From an optimization exercise on the open Yosys and OpenROAD flow, aimed at small area, a short achievable clock period and few clock cycles per item; shortcuts taken in it are not production practice. Function was not checked in any run shown here: the RTL went through the layout flow alone. Power is estimated from default activity; no workload was simulated.

==> flow/design.v, too long to show whole: its modules and the start of the top module <==
// module Mult: 1290 lines
// module BoothSel: 5 lines
// module BoothSelN: 5 lines
// module FA: 6 lines
// module HA: 6 lines
module Mult (MultStart, out_A, out_B, rst, clk, HI, LOW, EndMult);
  // ...
==> flow/run.sh <==
#!/bin/bash
# synth_recipe.tcl (not shown) runs the flow's synth.tcl, then flattens the netlist and writes it again
# the make line also repeats each setting of config.mk as NAME=value (left out here)
make -C /OpenROAD-flow-scripts/flow DESIGN_CONFIG=/design/flow/config.mk WORK_HOME=/design/flow/orfs CLKGATE_MAP_FILE= SYNTH_SCRIPT=/design/flow/synth_recipe.tcl finish
==> flow/config.mk <==
export PLATFORM = sky130hd
export DESIGN_NAME = Mult
export DESIGN_NICKNAME = Mult
export VERILOG_FILES = /design/flow/design.v
export SDC_FILE = /design/flow/constraint.sdc
export NUM_CORES = 4
export LEC_CHECK = 0
export CAP_MARGIN = 20
export CORE_MARGIN = 2
export CORE_UTILIZATION = 40
export SETUP_SLACK_MARGIN = 1.0
export SLEW_MARGIN = 20
export SYNTH_HIERARCHICAL = 1
export SYNTH_MINIMUM_KEEP_SIZE = 0
==> flow/constraint.sdc <==
create_clock -name core_clock -period 6.5 [get_ports {clk}]
set_input_delay 1.3000 -clock core_clock [delete_from_list [all_inputs] [get_ports {clk}]]
set_output_delay 1.3000 -clock core_clock [all_outputs]
set_load 0.01 [all_outputs]
==> impl_metrics.tcl, run 1 <==
set metrics [dict create \
    timing.final.ws_setup_ns 1.05 \
    cts_sinks 127 \
    switching_share_pct 50.0 \
    synth_xor_area_share_pct 19.0 \
    dr.pass1.iters 5 \
    power.leakage_uw 0.0115 \
    path_buf_inv 2 \
    globalRouteMet3Util_pct 5.76 \
    tightest_slew_ns 1.01 \
    cts_buffers 17 \
    cap_viol_max_count 0 \
    cp_cell_sequence "clkdlybuf4s50_1, xor2_4, buf_4, a22oi_2, xnor2_1, fa_1, fa_1, fa_1, fa_1, fa_1" \
    status "complete, no violations" \
    timing.final.crit_share_pct 83.8 \
    seq_cell_count 127 \
    ctsHoldBuffers 0 \
    cts_resized 9 \
    overflow 0 \
    clk_path_buf_depth 2 \
    critical_path.top_delay_family "adder cells" \
    final_common_cell "xnor2_1" \
    yosysTopAreaCellShare_pct 31.3 \
    final_antenna_net_count 0 \
    final.clkbuf_count 18 \
    route.met2.wl_um 46000 \
    ff_latch_area_sq_um 2540 \
    comb_power_share_pct 86.3 \
    multi_input_cells 2184 \
    p_total_uw 20200 \
    ys_seq_area_share_pct 9.17 \
    synth_compound_area_share_pct 29.7 \
    cp_max_fo 16 \
    synth-seq-cells 127 \
    largest_reg_flops 64 \
    seq_power_uw 1690 \
    crit_type "input port to register" \
    core_sq_um 68600 \
    fin_util_pct 48.1 \
    cts_tree "done" \
    arrival_ns 5.73 \
    power.internal_uw 10100 \
    rsz0062_at_grt "yes" \
    io_buffer_count 131 \
    final-clk-cell-share_pct 1.95 \
]
==> run 2, diff against run 1 <==
--- a/flow/design.v
+++ b/flow/design.v
@@ -7,128 +7,112 @@
 	input wire rst;
 	input wire clk;
 	output reg EndMult;
 	always @(posedge clk) EndMult <= ~rst & MultStart;
 	wire [32:0] bs;
 	assign bs = {out_B, 1'b0};
 	wire [32:0] ax = {out_A[31], out_A};
 	wire [32:0] ax1 = {out_A, 1'b0};
-	wire neg0 = bs[2];
 	wire one0 = bs[1] ^ bs[0];
 	wire two0 = (bs[2] & ~bs[1] & ~bs[0]) | (~bs[2] & bs[1] & bs[0]);
+	wire neg0 = bs[2] | (~bs[1] & ~bs[0]);
 	wire [31:0] pp0;
 	wire pn0;
-	BoothSel bsel0 [31:0] (.one(one0), .two(two0), .neg(neg0), .a(out_A), .a1(ax1[31:0]), .p(pp0));
-	BoothSelN bseln0 (.one(one0), .two(two0), .neg(neg0), .a(out_A[31]), .a1(out_A[31]), .pn(pn0));
-	wire neg1 = bs[4];
+	BoothRowX row0 (.one(one0), .two(two0), .nx(bs[2]), .a(out_A), .p(pp0), .pn(pn0));
 	wire one1 = bs[3] ^ bs[2];
 	wire two1 = (bs[4] & ~bs[3] & ~bs[2]) | (~bs[4] & bs[3] & bs[2]);
+	wire neg1 = bs[4] | (~bs[3] & ~bs[2]);
 	wire [31:0] pp1;
 	wire pn1;
-	BoothSel bsel1 [31:0] (.one(one1), .two(two1), .neg(neg1), .a(out_A), .a1(ax1[31:0]), .p(pp1));
-	BoothSelN bseln1 (.one(one1), .two(two1), .neg(neg1), .a(out_A[31]), .a1(out_A[31]), .pn(pn1));
-	wire neg2 = bs[6];
+	BoothRowX row1 (.one(one1), .two(two1), .nx(bs[4]), .a(out_A), .p(pp1), .pn(pn1));
 	wire one2 = bs[5] ^ bs[4];
 	wire two2 = (bs[6] & ~bs[5] & ~bs[4]) | (~bs[6] & bs[5] & bs[4]);
+	wire neg2 = bs[6] | (~bs[5] & ~bs[4]);
 	wire [31:0] pp2;
 	wire pn2;
-	BoothSel bsel2 [31:0] (.one(one2), .two(two2), .neg(neg2), .a(out_A), .a1(ax1[31:0]), .p(pp2));
-	BoothSelN bseln2 (.one(one2), .two(two2), .neg(neg2), .a(out_A[31]), .a1(out_A[31]), .pn(pn2));
-	wire neg3 = bs[8];
+	BoothRowX row2 (.one(one2), .two(two2), .nx(bs[6]), .a(out_A), .p(pp2), .pn(pn2));
 	wire one3 = bs[7] ^ bs[6];
 	wire two3 = (bs[8] & ~bs[7] & ~bs[6]) | (~bs[8] & bs[7] & bs[6]);
+	wire neg3 = bs[8] | (~bs[7] & ~bs[6]);
 	wire [31:0] pp3;
 	wire pn3;
-	BoothSel bsel3 [31:0] (.one(one3), .two(two3), .neg(neg3), .a(out_A), .a1(ax1[31:0]), .p(pp3));
-	BoothSelN bseln3 (.one(one3), .two(two3), .neg(neg3), .a(out_A[31]), .a1(out_A[31]), .pn(pn3));
-	wire neg4 = bs[10];
+	BoothRowX row3 (.one(one3), .two(two3), .nx(bs[8]), .a(out_A), .p(pp3), .pn(pn3));
 	wire one4 = bs[9] ^ bs[8];
 	wire two4 = (bs[10] & ~bs[9] & ~bs[8]) | (~bs[10] & bs[9] & bs[8]);
+	wire neg4 = bs[10] | (~bs[9] & ~bs[8]);
 	wire [31:0] pp4;
 	wire pn4;
-	BoothSel bsel4 [31:0] (.one(one4), .two(two4), .neg(neg4), .a(out_A), .a1(ax1[31:0]), .p(pp4));
-	BoothSelN bseln4 (.one(one4), .two(two4), .neg(neg4), .a(out_A[31]), .a1(out_A[31]), .pn(pn4));
-	wire neg5 = bs[12];
+	BoothRowX row4 (.one(one4), .two(two4), .nx(bs[10]), .a(out_A), .p(pp4), .pn(pn4));
 	wire one5 = bs[11] ^ bs[10];
 	wire two5 = (bs[12] & ~bs[11] & ~bs[10]) | (~bs[12] & bs[11] & bs[10]);
+	wire neg5 = bs[12] | (~bs[11] & ~bs[10]);
 	wire [31:0] pp5;
 	wire pn5;
-	BoothSel bsel5 [31:0] (.one(one5), .two(two5), .neg(neg5), .a(out_A), .a1(ax1[31:0]), .p(pp5));
-	BoothSelN bseln5 (.one(one5), .two(two5), .neg(neg5), .a(out_A[31]), .a1(out_A[31]), .pn(pn5));
-	wire neg6 = bs[14];
+	BoothRowX row5 (.one(one5), .two(two5), .nx(bs[12]), .a(out_A), .p(pp5), .pn(pn5));
 	wire one6 = bs[13] ^ bs[12];
 	wire two6 = (bs[14] & ~bs[13] & ~bs[12]) | (~bs[14] & bs[13] & bs[12]);
+	wire neg6 = bs[14] | (~bs[13] & ~bs[12]);
 	wire [31:0] pp6;
 	wire pn6;
-	BoothSel bsel6 [31:0] (.one(one6), .two(two6), .neg(neg6), .a(out_A), .a1(ax1[31:0]), .p(pp6));
-	BoothSelN bseln6 (.one(one6), .two(two6), .neg(neg6), .a(out_A[31]), .a1(out_A[31]), .pn(pn6));
-	wire neg7 = bs[16];
+	BoothRowX row6 (.one(one6), .two(two6), .nx(bs[14]), .a(out_A), .p(pp6), .pn(pn6));
 	wire one7 = bs[15] ^ bs[14];
 	wire two7 = (bs[16] & ~bs[15] & ~bs[14]) | (~bs[16] & bs[15] & bs[14]);
+	wire neg7 = bs[16] | (~bs[15] & ~bs[14]);
 	wire [31:0] pp7;
 	wire pn7;
-	BoothSel bsel7 [31:0] (.one(one7), .two(two7), .neg(neg7), .a(out_A), .a1(ax1[31:0]), .p(pp7));
-	BoothSelN bseln7 (.one(one7), .two(two7), .neg(neg7), .a(out_A[31]), .a1(out_A[31]), .pn(pn7));
-	wire neg8 = bs[18];
+	BoothRowX row7 (.one(one7), .two(two7), .nx(bs[16]), .a(out_A), .p(pp7), .pn(pn7));
 	wire one8 = bs[17] ^ bs[16];
 	wire two8 = (bs[18] & ~bs[17] & ~bs[16]) | (~bs[18] & bs[17] & bs[16]);
+	wire neg8 = bs[18] | (~bs[17] & ~bs[16]);
 	wire [31:0] pp8;
 	wire pn8;
-	BoothSel bsel8 [31:0] (.one(one8), .two(two8), .neg(neg8), .a(out_A), .a1(ax1[31:0]), .p(pp8));
-	BoothSelN bseln8 (.one(one8), .two(two8), .neg(neg8), .a(out_A[31]), .a1(out_A[31]), .pn(pn8));
-	wire neg9 = bs[20];
+	BoothRowX row8 (.one(one8), .two(two8), .nx(bs[18]), .a(out_A), .p(pp8), .pn(pn8));
 	wire one9 = bs[19] ^ bs[18];
 	wire two9 = (bs[20] & ~bs[19] & ~bs[18]) | (~bs[20] & bs[19] & bs[18]);
+	wire neg9 = bs[20] | (~bs[19] & ~bs[18]);
 	wire [31:0] pp9;
 	wire pn9;
-	BoothSel bsel9 [31:0] (.one(one9), .two(two9), .neg(neg9), .a(out_A), .a1(ax1[31:0]), .p(pp9));
-	BoothSelN bseln9 (.one(one9), .two(two9), .neg(neg9), .a(out_A[31]), .a1(out_A[31]), .pn(pn9));
-	wire neg10 = bs[22];
+	BoothRowX row9 (.one(one9), .two(two9), .nx(bs[20]), .a(out_A), .p(pp9), .pn(pn9));
 	wire one10 = bs[21] ^ bs[20];
 	wire two10 = (bs[22] & ~bs[21] & ~bs[20]) | (~bs[22] & bs[21] & bs[20]);
+	wire neg10 = bs[22] | (~bs[21] & ~bs[20]);
 	wire [31:0] pp10;
 	wire pn10;
-	BoothSel bsel10 [31:0] (.one(one10), .two(two10), .neg(neg10), .a(out_A), .a1(ax1[31:0]), .p(pp10));
-	BoothSelN bseln10 (.one(one10), .two(two10), .neg(neg10), .a(out_A[31]), .a1(out_A[31]), .pn(pn10));
-	wire neg11 = bs[24];
+	BoothRowX row10 (.one(one10), .two(two10), .nx(bs[22]), .a(out_A), .p(pp10), .pn(pn10));
 	wire one11 = bs[23] ^ bs[22];
 	wire two11 = (bs[24] & ~bs[23] & ~bs[22]) | (~bs[24] & bs[23] & bs[22]);
+	wire neg11 = bs[24] | (~bs[23] & ~bs[22]);
 	wire [31:0] pp11;
 	wire pn11;
-	BoothSel bsel11 [31:0] (.one(one11), .two(two11), .neg(neg11), .a(out_A), .a1(ax1[31:0]), .p(pp11));
-	BoothSelN bseln11 (.one(one11), .two(two11), .neg(neg11), .a(out_A[31]), .a1(out_A[31]), .pn(pn11));
-	wire neg12 = bs[26];
+	BoothRowX row11 (.one(one11), .two(two11), .nx(bs[24]), .a(out_A), .p(pp11), .pn(pn11));
 	wire one12 = bs[25] ^ bs[24];
 	wire two12 = (bs[26] & ~bs[25] & ~bs[24]) | (~bs[26] & bs[25] & bs[24]);
+	wire neg12 = bs[26] | (~bs[25] & ~bs[24]);
 	wire [31:0] pp12;
 	wire pn12;
-	BoothSel bsel12 [31:0] (.one(one12), .two(two12), .neg(neg12), .a(out_A), .a1(ax1[31:0]), .p(pp12));
-	BoothSelN bseln12 (.one(one12), .two(two12), .neg(neg12), .a(out_A[31]), .a1(out_A[31]), .pn(pn12));
-	wire neg13 = bs[28];
+	BoothRowX row12 (.one(one12), .two(two12), .nx(bs[26]), .a(out_A), .p(pp12), .pn(pn12));
 	wire one13 = bs[27] ^ bs[26];
 	wire two13 = (bs[28] & ~bs[27] & ~bs[26]) | (~bs[28] & bs[27] & bs[26]);
+	wire neg13 = bs[28] | (~bs[27] & ~bs[26]);
 	wire [31:0] pp13;
 	wire pn13;
-	BoothSel bsel13 [31:0] (.one(one13), .two(two13), .neg(neg13), .a(out_A), .a1(ax1[31:0]), .p(pp13));
-	BoothSelN bseln13 (.one(one13), .two(two13), .neg(neg13), .a(out_A[31]), .a1(out_A[31]), .pn(pn13));
-	wire neg14 = bs[30];
+	BoothRowX row13 (.one(one13), .two(two13), .nx(bs[28]), .a(out_A), .p(pp13), .pn(pn13));
 	wire one14 = bs[29] ^ bs[28];
 	wire two14 = (bs[30] & ~bs[29] & ~bs[28]) | (~bs[30] & bs[29] & bs[28]);
+	wire neg14 = bs[30] | (~bs[29] & ~bs[28]);
 	wire [31:0] pp14;
 	wire pn14;
-	BoothSel bsel14 [31:0] (.one(one14), .two(two14), .neg(neg14), .a(out_A), .a1(ax1[31:0]), .p(pp14));
-	BoothSelN bseln14 (.one(one14), .two(two14), .neg(neg14), .a(out_A[31]), .a1(out_A[31]), .pn(pn14));
-	wire neg15 = bs[32];
+	BoothRowX row14 (.one(one14), .two(two14), .nx(bs[30]), .a(out_A), .p(pp14), .pn(pn14));
 	wire one15 = bs[31] ^ bs[30];
 	wire two15 = (bs[32] & ~bs[31] & ~bs[30]) | (~bs[32] & bs[31] & bs[30]);
+	wire neg15 = bs[32] | (~bs[31] & ~bs[30]);
 	wire [31:0] pp15;
 	wire pn15;
-	BoothSel bsel15 [31:0] (.one(one15), .two(two15), .neg(neg15), .a(out_A), .a1(ax1[31:0]), .p(pp15));
-	BoothSelN bseln15 (.one(one15), .two(two15), .neg(neg15), .a(out_A[31]), .a1(out_A[31]), .pn(pn15));
+	BoothRowX row15 (.one(one15), .two(two15), .nx(bs[32]), .a(out_A), .p(pp15), .pn(pn15));
 	wire s1, c2;
 	HA ha_s1 (.a(neg12), .b(pp0[24]), .s(s1), .co(c2));
 	wire s3, c4;
 	FA fa_s3 (.a(pp0[25]), .b(pp1[23]), .c(pp2[21]), .s(s3), .co(c4));
 	wire s5, c6;
 	FA fa_s5 (.a(neg13), .b(pp0[26]), .c(pp1[24]), .s(s5), .co(c6));
 	wire s7, c8;
 	FA fa_s7 (.a(pp2[22]), .b(pp3[20]), .c(pp4[18]), .s(s7), .co(c8));
@@ -1149,159 +1133,165 @@
 	wire s1023, c1024;
 	HA ha_s1023 (.a(s903), .b(c902), .s(s1023), .co(c1024));
 	wire s1025, c1026;
 	HA ha_s1025 (.a(s905), .b(c904), .s(s1025), .co(c1026));
 	wire s1027, c1028;
 	HA ha_s1027 (.a(s907), .b(c906), .s(s1027), .co(c1028));
 	wire s1029, c1030;
 	HA ha_s1029 (.a(pn15), .b(c908), .s(s1029), .co(c1030));
-	reg [63:0] S;
-	reg [63:0] C;
+	wire [7:0] lb;
+	wire rc1031;
+	HA ha_rc1031 (.a(neg0), .b(pp0[0]), .s(lb[0]), .co(rc1031));
+	wire rc1032;
+	HA ha_rc1032 (.a(pp0[1]), .b(rc1031), .s(lb[1]), .co(rc1032));
+	wire rc1033;
+	FA fa_rc1033 (.a(s909), .b(pp1[0]), .c(rc1032), .s(lb[2]), .co(rc1033));
+	wire rc1034;
+	FA fa_rc1034 (.a(c910), .b(s911), .c(rc1033), .s(lb[3]), .co(rc1034));
+	wire rc1035;
+	FA fa_rc1035 (.a(c912), .b(s913), .c(rc1034), .s(lb[4]), .co(rc1035));
+	wire rc1036;
+	FA fa_rc1036 (.a(c914), .b(s915), .c(rc1035), .s(lb[5]), .co(rc1036));
+	wire rc1037;
+	FA fa_rc1037 (.a(c916), .b(s917), .c(rc1036), .s(lb[6]), .co(rc1037));
+	wire rc1038;
+	FA fa_rc1038 (.a(c918), .b(s919), .c(rc1037), .s(lb[7]), .co(rc1038));
+	reg [55:0] S;
+	reg [55:0] C;
+	reg [7:0] LB;
+	reg CI;
 	always @(posedge clk) begin
-		S[0] <= neg0;
-		C[0] <= pp0[0];
-		S[1] <= pp0[1];
-		C[1] <= 1'b0;
-		S[2] <= s909;
-		C[2] <= pp1[0];
-		S[3] <= c910;
-		C[3] <= s911;
-		S[4] <= c912;
-		C[4] <= s913;
-		S[5] <= c914;
-		C[5] <= s915;
-		S[6] <= c916;
-		C[6] <= s917;
-		S[7] <= c918;
-		C[7] <= s919;
-		S[8] <= c920;
-		C[8] <= s921;
-		S[9] <= c922;
-		C[9] <= s923;
-		S[10] <= c924;
-		C[10] <= s925;
-		S[11] <= c926;
-		C[11] <= s927;
-		S[12] <= c928;
-		C[12] <= s929;
-		S[13] <= c930;
-		C[13] <= s931;
-		S[14] <= c932;
-		C[14] <= s933;
-		S[15] <= c934;
-		C[15] <= s935;
-		S[16] <= c936;
-		C[16] <= s937;
-		S[17] <= c938;
-		C[17] <= s939;
-		S[18] <= c940;
-		C[18] <= s941;
-		S[19] <= c942;
-		C[19] <= s943;
-		S[20] <= c944;
-		C[20] <= s945;
-		S[21] <= c946;
-		C[21] <= s947;
-		S[22] <= c948;
-		C[22] <= s949;
-		S[23] <= c950;
-		C[23] <= s951;
-		S[24] <= c952;
-		C[24] <= s953;
-		S[25] <= c954;
-		C[25] <= s955;
-		S[26] <= c956;
-		C[26] <= s957;
-		S[27] <= c958;
-		C[27] <= s959;
-		S[28] <= c960;
-		C[28] <= s961;
-		S[29] <= c962;
-		C[29] <= s963;
-		S[30] <= c964;
-		C[30] <= s965;
-		S[31] <= c966;
-		C[31] <= s967;
-		S[32] <= c968;
-		C[32] <= s969;
-		S[33] <= c970;
-		C[33] <= s971;
-		S[34] <= c972;
-		C[34] <= s973;
-		S[35] <= c974;
-		C[35] <= s975;
-		S[36] <= c976;
-		C[36] <= s977;
-		S[37] <= c978;
-		C[37] <= s979;
-		S[38] <= c980;
-		C[38] <= s981;
-		S[39] <= c982;
-		C[39] <= s983;
-		S[40] <= c984;
-		C[40] <= s985;
-		S[41] <= c986;
-		C[41] <= s987;
-		S[42] <= c988;
-		C[42] <= s989;
-		S[43] <= c990;
-		C[43] <= s991;
-		S[44] <= c992;
-		C[44] <= s993;
-		S[45] <= c994;
-		C[45] <= s995;
-		S[46] <= c996;
-		C[46] <= s997;
-		S[47] <= c998;
-		C[47] <= s999;
-		S[48] <= c1000;
-		C[48] <= s1001;
-		S[49] <= c1002;
-		C[49] <= s1003;
-		S[50] <= c1004;
-		C[50] <= s1005;
-		S[51] <= c1006;
-		C[51] <= s1007;
-		S[52] <= c1008;
-		C[52] <= s1009;
-		S[53] <= c1010;
-		C[53] <= s1011;
-		S[54] <= c1012;
-		C[54] <= s1013;
-		S[55] <= c1014;
-		C[55] <= s1015;
-		S[56] <= c1016;
-		C[56] <= s1017;
-		S[57] <= c1018;
-		C[57] <= s1019;
-		S[58] <= c1020;
-		C[58] <= s1021;
-		S[59] <= c1022;
-		C[59] <= s1023;
-		S[60] <= c1024;
-		C[60] <= s1025;
-		S[61] <= c1026;
-		C[61] <= s1027;
-		S[62] <= c1028;
-		C[62] <= s1029;
-		S[63] <= c1030;
-		C[63] <= 1'b1;
+		LB <= lb;
+		CI <= rc1038;
+		S[0] <= c920;
+		C[0] <= s921;
+		S[1] <= c922;
+		C[1] <= s923;
+		S[2] <= c924;
+		C[2] <= s925;
+		S[3] <= c926;
+		C[3] <= s927;
+		S[4] <= c928;
+		C[4] <= s929;
+		S[5] <= c930;
+		C[5] <= s931;
+		S[6] <= c932;
+		C[6] <= s933;
+		S[7] <= c934;
+		C[7] <= s935;
+		S[8] <= c936;
+		C[8] <= s937;
+		S[9] <= c938;
+		C[9] <= s939;
+		S[10] <= c940;
+		C[10] <= s941;
+		S[11] <= c942;
+		C[11] <= s943;
+		S[12] <= c944;
+		C[12] <= s945;
+		S[13] <= c946;
+		C[13] <= s947;
+		S[14] <= c948;
+		C[14] <= s949;
+		S[15] <= c950;
+		C[15] <= s951;
+		S[16] <= c952;
+		C[16] <= s953;
+		S[17] <= c954;
+		C[17] <= s955;
+		S[18] <= c956;
+		C[18] <= s957;
+		S[19] <= c958;
+		C[19] <= s959;
+		S[20] <= c960;
+		C[20] <= s961;
+		S[21] <= c962;
+		C[21] <= s963;
+		S[22] <= c964;
+		C[22] <= s965;
+		S[23] <= c966;
+		C[23] <= s967;
+		S[24] <= c968;
+		C[24] <= s969;
+		S[25] <= c970;
+		C[25] <= s971;
+		S[26] <= c972;
+		C[26] <= s973;
+		S[27] <= c974;
+		C[27] <= s975;
+		S[28] <= c976;
+		C[28] <= s977;
+		S[29] <= c978;
+		C[29] <= s979;
+		S[30] <= c980;
+		C[30] <= s981;
+		S[31] <= c982;
+		C[31] <= s983;
+		S[32] <= c984;
+		C[32] <= s985;
+		S[33] <= c986;
+		C[33] <= s987;
+		S[34] <= c988;
+		C[34] <= s989;
+		S[35] <= c990;
+		C[35] <= s991;
+		S[36] <= c992;
+		C[36] <= s993;
+		S[37] <= c994;
+		C[37] <= s995;
+		S[38] <= c996;
+		C[38] <= s997;
+		S[39] <= c998;
+		C[39] <= s999;
+		S[40] <= c1000;
+		C[40] <= s1001;
+		S[41] <= c1002;
+		C[41] <= s1003;
+		S[42] <= c1004;
+		C[42] <= s1005;
+		S[43] <= c1006;
+		C[43] <= s1007;
+		S[44] <= c1008;
+		C[44] <= s1009;
+		S[45] <= c1010;
+		C[45] <= s1011;
+		S[46] <= c1012;
+		C[46] <= s1013;
+		S[47] <= c1014;
+		C[47] <= s1015;
+		S[48] <= c1016;
+		C[48] <= s1017;
+		S[49] <= c1018;
+		C[49] <= s1019;
+		S[50] <= c1020;
+		C[50] <= s1021;
+		S[51] <= c1022;
+		C[51] <= s1023;
+		S[52] <= c1024;
+		C[52] <= s1025;
+		S[53] <= c1026;
+		C[53] <= s1027;
+		S[54] <= c1028;
+		C[54] <= s1029;
+		S[55] <= c1030;
+		C[55] <= 1'b1;
 	end
-	assign {HI, LOW} = S + C;
+	wire [56:0] hs = {S, 1'b1} + {C, CI};
+	assign {HI, LOW} = {hs[56:1], LB};
 endmodule
-module BoothSel (one, two, neg, a, a1, p);
-	input wire one, two, neg, a, a1;
-	output wire p;
-	assign p = ((one & a) | (two & a1)) ^ neg;
-endmodule
-module BoothSelN (one, two, neg, a, a1, pn);
-	input wire one, two, neg, a, a1;
+module BoothRowX (one, two, nx, a, p, pn);
+	input wire one, two, nx;
+	input wire [31:0] a;
+	output wire [31:0] p;
 	output wire pn;
-	assign pn = ~(((one & a) | (two & a1)) ^ neg);
+	wire [31:0] q = ~(a ^ {32{nx}});
+	wire [31:0] q1 = {q[30:0], ~nx};
+	assign p = ~(({32{one}} & q) | ({32{two}} & q1));
+	assign pn = (one | two) & q[31];
 endmodule
 module FA (a, b, c, s, co);
 	input wire a, b, c;
 	output wire s, co;
 	assign s = a ^ b ^ c;
 	assign co = (a & b) | (a & c) | (b & c);
 endmodule
 module HA (a, b, s, co);
==> flow/flow/run.sh (new file) <==
#!/bin/bash
# The standard layout (the standard.sh: ORFS synthesis to finish), except that
# the port buffers are sky130_fd_sc_hd__buf_4 rather than the delay-cell buffer
# that buffer_ports picks by default. The make output goes to standard.log; ORFS
# keeps each step's own log under orfs/logs/.
set -uo pipefail
bash standard.sh "BUFFER_PORTS_ARGS=-buffer_cell sky130_fd_sc_hd__buf_4" finish > standard.log 2>&1
==> flow/standard.sh (new file) <==
#!/bin/bash
# synth_recipe.tcl (not shown) runs the flow's synth.tcl, then flattens the netlist and writes it again
# the make line also repeats each setting of config.mk as NAME=value (left out here)
make -C /OpenROAD-flow-scripts/flow DESIGN_CONFIG=/design/flow/config.mk WORK_HOME=/design/flow/orfs CLKGATE_MAP_FILE= SYNTH_SCRIPT=/design/flow/synth_recipe.tcl "${@:-finish}"
==> flow/config.mk (replaced) <==
export PLATFORM = sky130hd
export DESIGN_NAME = Mult
export DESIGN_NICKNAME = Mult
export VERILOG_FILES = /design/flow/design.v
export SDC_FILE = /design/flow/constraint.sdc
export NUM_CORES = 4
export LEC_CHECK = 0
export CAP_MARGIN = 20
export CORE_MARGIN = 2
export CORE_UTILIZATION = 40
export SETUP_SLACK_MARGIN = 1.5
export SLEW_MARGIN = 20
export SYNTH_HIERARCHICAL = 1
export SYNTH_MINIMUM_KEEP_SIZE = 0
removed: flow/run.sh
==> impl_metrics.tcl, run 2 <==
set metrics [dict create \
    status "complete, no violations" \
    hp-class "input port to register" \
    rsz0062_at_grt "yes" \
    worstHoldStart "rst" \
    drt-initial-drc-count 2174 \
    cts_tree "done" \
    worstSetupStartpointType "input port" \
    synth_cells 2516 \
    p_sw_uw 8760 \
    fin_util_pct 43.5 \
    yosysTopAreaCellShare_pct 33.4 \
    final_antenna_net_count 0 \
    synthTopCellsByArea "fa_1 (33%), xnor2_1 (18%), a22oi_1 (14%)" \
    finalMaxSlewViolations 0 \
    synth.distinct_cells 67 \
    top_register "S" \
    max_slew_margin_pct 41.4 \
    synth-seq-cells 121 \
    first_global_vias 21600 \
    synthArstFlopShare_pct 0 \
    finalCriticalPeriod_ns 4.94 \
    dieWidth_um 261 \
    ys.warnings.count 7 \
    cp-end-kind "register" \
    final_cell_mix "xnor2_1 (533), a22oi_1 (475), fa_1 (441)" \
    layout-drive-gt1-share_pct 12.0 \
    clkPwrFrac_pct 5.9 \
    yosys-top-cells-count "xnor2_1 (533), a22oi_1 (481), fa_1 (441), ha_1 (153), dfxtp_1 (121)" \
    tightest_slew_ns 0.877 \
    fp.dieArea_sq_um 68200 \
    cts_buffers 17 \
    cts_htree_levels 4 \
    largest_registers "S (56), C (55), LB (8)" \
    timing.final.crit_share_pct 75.9 \
    cts_root_buf "clkbuf_16" \
    tns_ns 0 \
    overflow 0 \
    routabilityCongestion 0.945 \
    hold_depth 2 \
    post-synth-top-count-cell "xnor2_1" \
    crit_type "input port to register" \
    cap_viol_max_count 0 \
    cts_sinks 121 \
    cp_max_fo 9 \
    core_sq_um 65600 \
    synth_largest_area_cell "fa_1" \
    grt_max_degree 39 \
    largest_reg_flops 56 \
    avgSynthCellArea_sq_um 10.5 \
    comb_power_share_pct 84.3 \
    drc 0 \
    arrival_ns 5.28 \
    track_usage_pct 26.9 \
    final_common_cell "xnor2_1" \
    clk_path_buf_depth 2 \
    via_per_inst 6.09 \
    io_buffer_count 131 \
    synth_edf_count 0 \
    power_frac_seq_pct 9.8 \
    cp.required_ns 6.84 \
    antenna_found_initial 2 \
    start_util_pct 40.3 \
    setup_violations 0 \
    whs_endpoint "EndMult$_DFF_P_" \
    power_density_nw_per_um2 600 \
    num_rows 94 \
    ys_seq_area_share_pct 9.15 \
    power.internal_uw 8390 \
    netlist_area_sq_um 26500 \
    hold_violations 0 \
    wl_um 91000 \
    vias 21000 \
    post_drt_wl_per_cell_um 26.5 \
    finalNetCount 3223 \
    clock.fmax_ghz 0.203 \
    irDropWorstVdd_mv 0.373 \
    dr.pass1.iters 6 \
    grt_pass1_wl_um 137000 \
    hpwl_um 71900 \
    ys_dominant_reg_cell "dfxtp_1" \
    crit_path_start "out_B[19]" \
    power.leakage_uw 0.0101 \
    die_h_um 261 \
    area_growth_syn_to_layout_pct 7.91 \
    switching_share_pct 51.1 \
    ctsHoldBuffers 0 \
    clk_pin_slew_ns 0.07 \
    io_pins 132 \
]
==> run 2: changes by cell type after synthesis, sizes merged, moves of 17 or more <==
cell and delta:
a22oi -48, clkbuf +64, nor2 +38, a21o -25
inv +50, xor2 -26, a21oi +18, buf +101
nor2b +17
==> run 2: how the worst max path moves through the flow <==
| stage | end | slack, ns | depth (start not counted) |
|---|---|---|---|
| after floorplan | C[26]$_DFF_P_ | 1.49 | 11 |
| after global placement | C[22]$_DFF_P_ | 0.70 | 11 |
| after detailed placement | C[27]$_DFF_P_ | 0.65 | 11 |
| after CTS | C[27]$_DFF_P_ | 1.48 | 11 |
| after global routing | C[27]$_DFF_P_ | 1.50 | 10 |
| final | C[27]$_DFF_P_ | 1.56 | 11 |
==> run 2: cell type report <==
| class | instances | area, sq um |
|---|---|---|
| inverters | 65 | 248 |
| clock buffers | 17 | 425 |
| flip-flops and latches | 121 | 2420 |
| multi-input cells | 2152 | 22500 |
| clock inverters | 15 | 179 |
| diodes | 1 | 2.50 |
| well taps | 864 | 1080 |
| fillers | 6272 | 37100 |
| repair buffers | 205 | 1710 |
==> run 2: cell families after synthesis <==
family | count (synthesis) | share of synthesized area (%)
multiplexers | 1 | 0.0378
other | 1 | 0.0142
flip-flops | 121 | 9.15
buffers and inverters | 258 | 7.26
adder cells (fa/ha/maj) | 594 | 40.6
XOR/XNOR | 564 | 18.7
AND/OR/NAND/NOR | 247 | 4.59
AO/OA/AOI/OAI | 730 | 19.7
==> run 2: critical path, cell delays in order <==
cell        delay [ns]
buf_6             0.18
clkinvlp_4        0.24
ha_4              0.41
clkbuf_4          0.24
a22oi_1           0.14
fa_1              0.42
fa_1              0.47
fa_1              0.41
fa_1              0.48
fa_1              0.54
fa_1              0.42
==> run 2: routing by layer <==
layer	wire [um]	part of all wire (%)	up-vias	global-route usage [%]
li1	-	-	9009	-
met5	0	0	-	0
met1	37000	41	10600	35.1
met4	4660	5.1	0	12.5
met2	41600	46	1107	42.8
met3	7770	8.5	224	5.87
==> run 2: per-module statistics from Yosys (local to each module, per instance) <==
module,copies in the design,cells,area [sq um]
HA,83,1,12.5
FA,440,1,20.0
BoothRowX,16,79,638
Mult,1,729,6400
==> run 2: per-stage QoR <==
stage	std cells	setup slack (ns)	instance area, sq um	hold WS [ns]	power (uW)
2_1_floorplan	2531	1.49	26500	1.37	10700
3_3_place_gp	3389	0.698	27400	1.46	15600
3_5_place_dp	3389	0.652	27400	1.46	16000
4_1_cts	3421	1.48	28100	0.924	17100
5_1_grt	3439	1.50	28500	0.941	18900
6_report	3440	1.56	28600	0.963	17100
==> run 2: what timing repair did <==
item | CTS | global route
cloned | 0 | 0
gates resized for setup | 32 | 47
buffers inserted | 0 | 18
pin swaps | 0 | 7
setup endpoints to repair | 43 | 50
==> run 2: power by group through the flow <==
stage,Clock [uW],Combinational [uW],Sequential [uW]
finish,1000,14500,1680
global route,1050,16200,1700
CTS,1030,14400,1660
detailed placement,0,14300,1670
global placement,0,13900,1680
floorplan,0,9140,1540

==> afterwards: timing with drivers on the ports <==
The results above use ideal ports. As a check the final layouts listed here were re-extracted and re-timed, cells and wires unchanged.
Step 1 assumes that a clkbuf_16 drives the clock port and a buf_2 every other input.
Step 2, shift: input delay + t, output delay - t, t = (earliest + latest rising clock arrival at the registers) / 2. This alone moves slack from input paths to output paths.
Slacks: ideal / step 1 / step 2; pairs: ideal / step 1.
run	t (ns)	setup WS [ns]	worst hold slack (ns)	worst setup path at the end	worst register clock-pin slew, ns
run 1	0.486	1.051 / 1.041 / 0.554	1.393 / 1.359 / 1.846	input to register	0.07 / 0.07
run 2	0.532	1.565 / 1.525 / 1.007	0.963 / 0.931 / 1.464	input to register	0.07 / 0.07
After both steps every run listed still meets setup and hold. The setup slack of run 2, which loses most, moves by -0.040 ns with the drivers and by -0.558 ns with both steps.
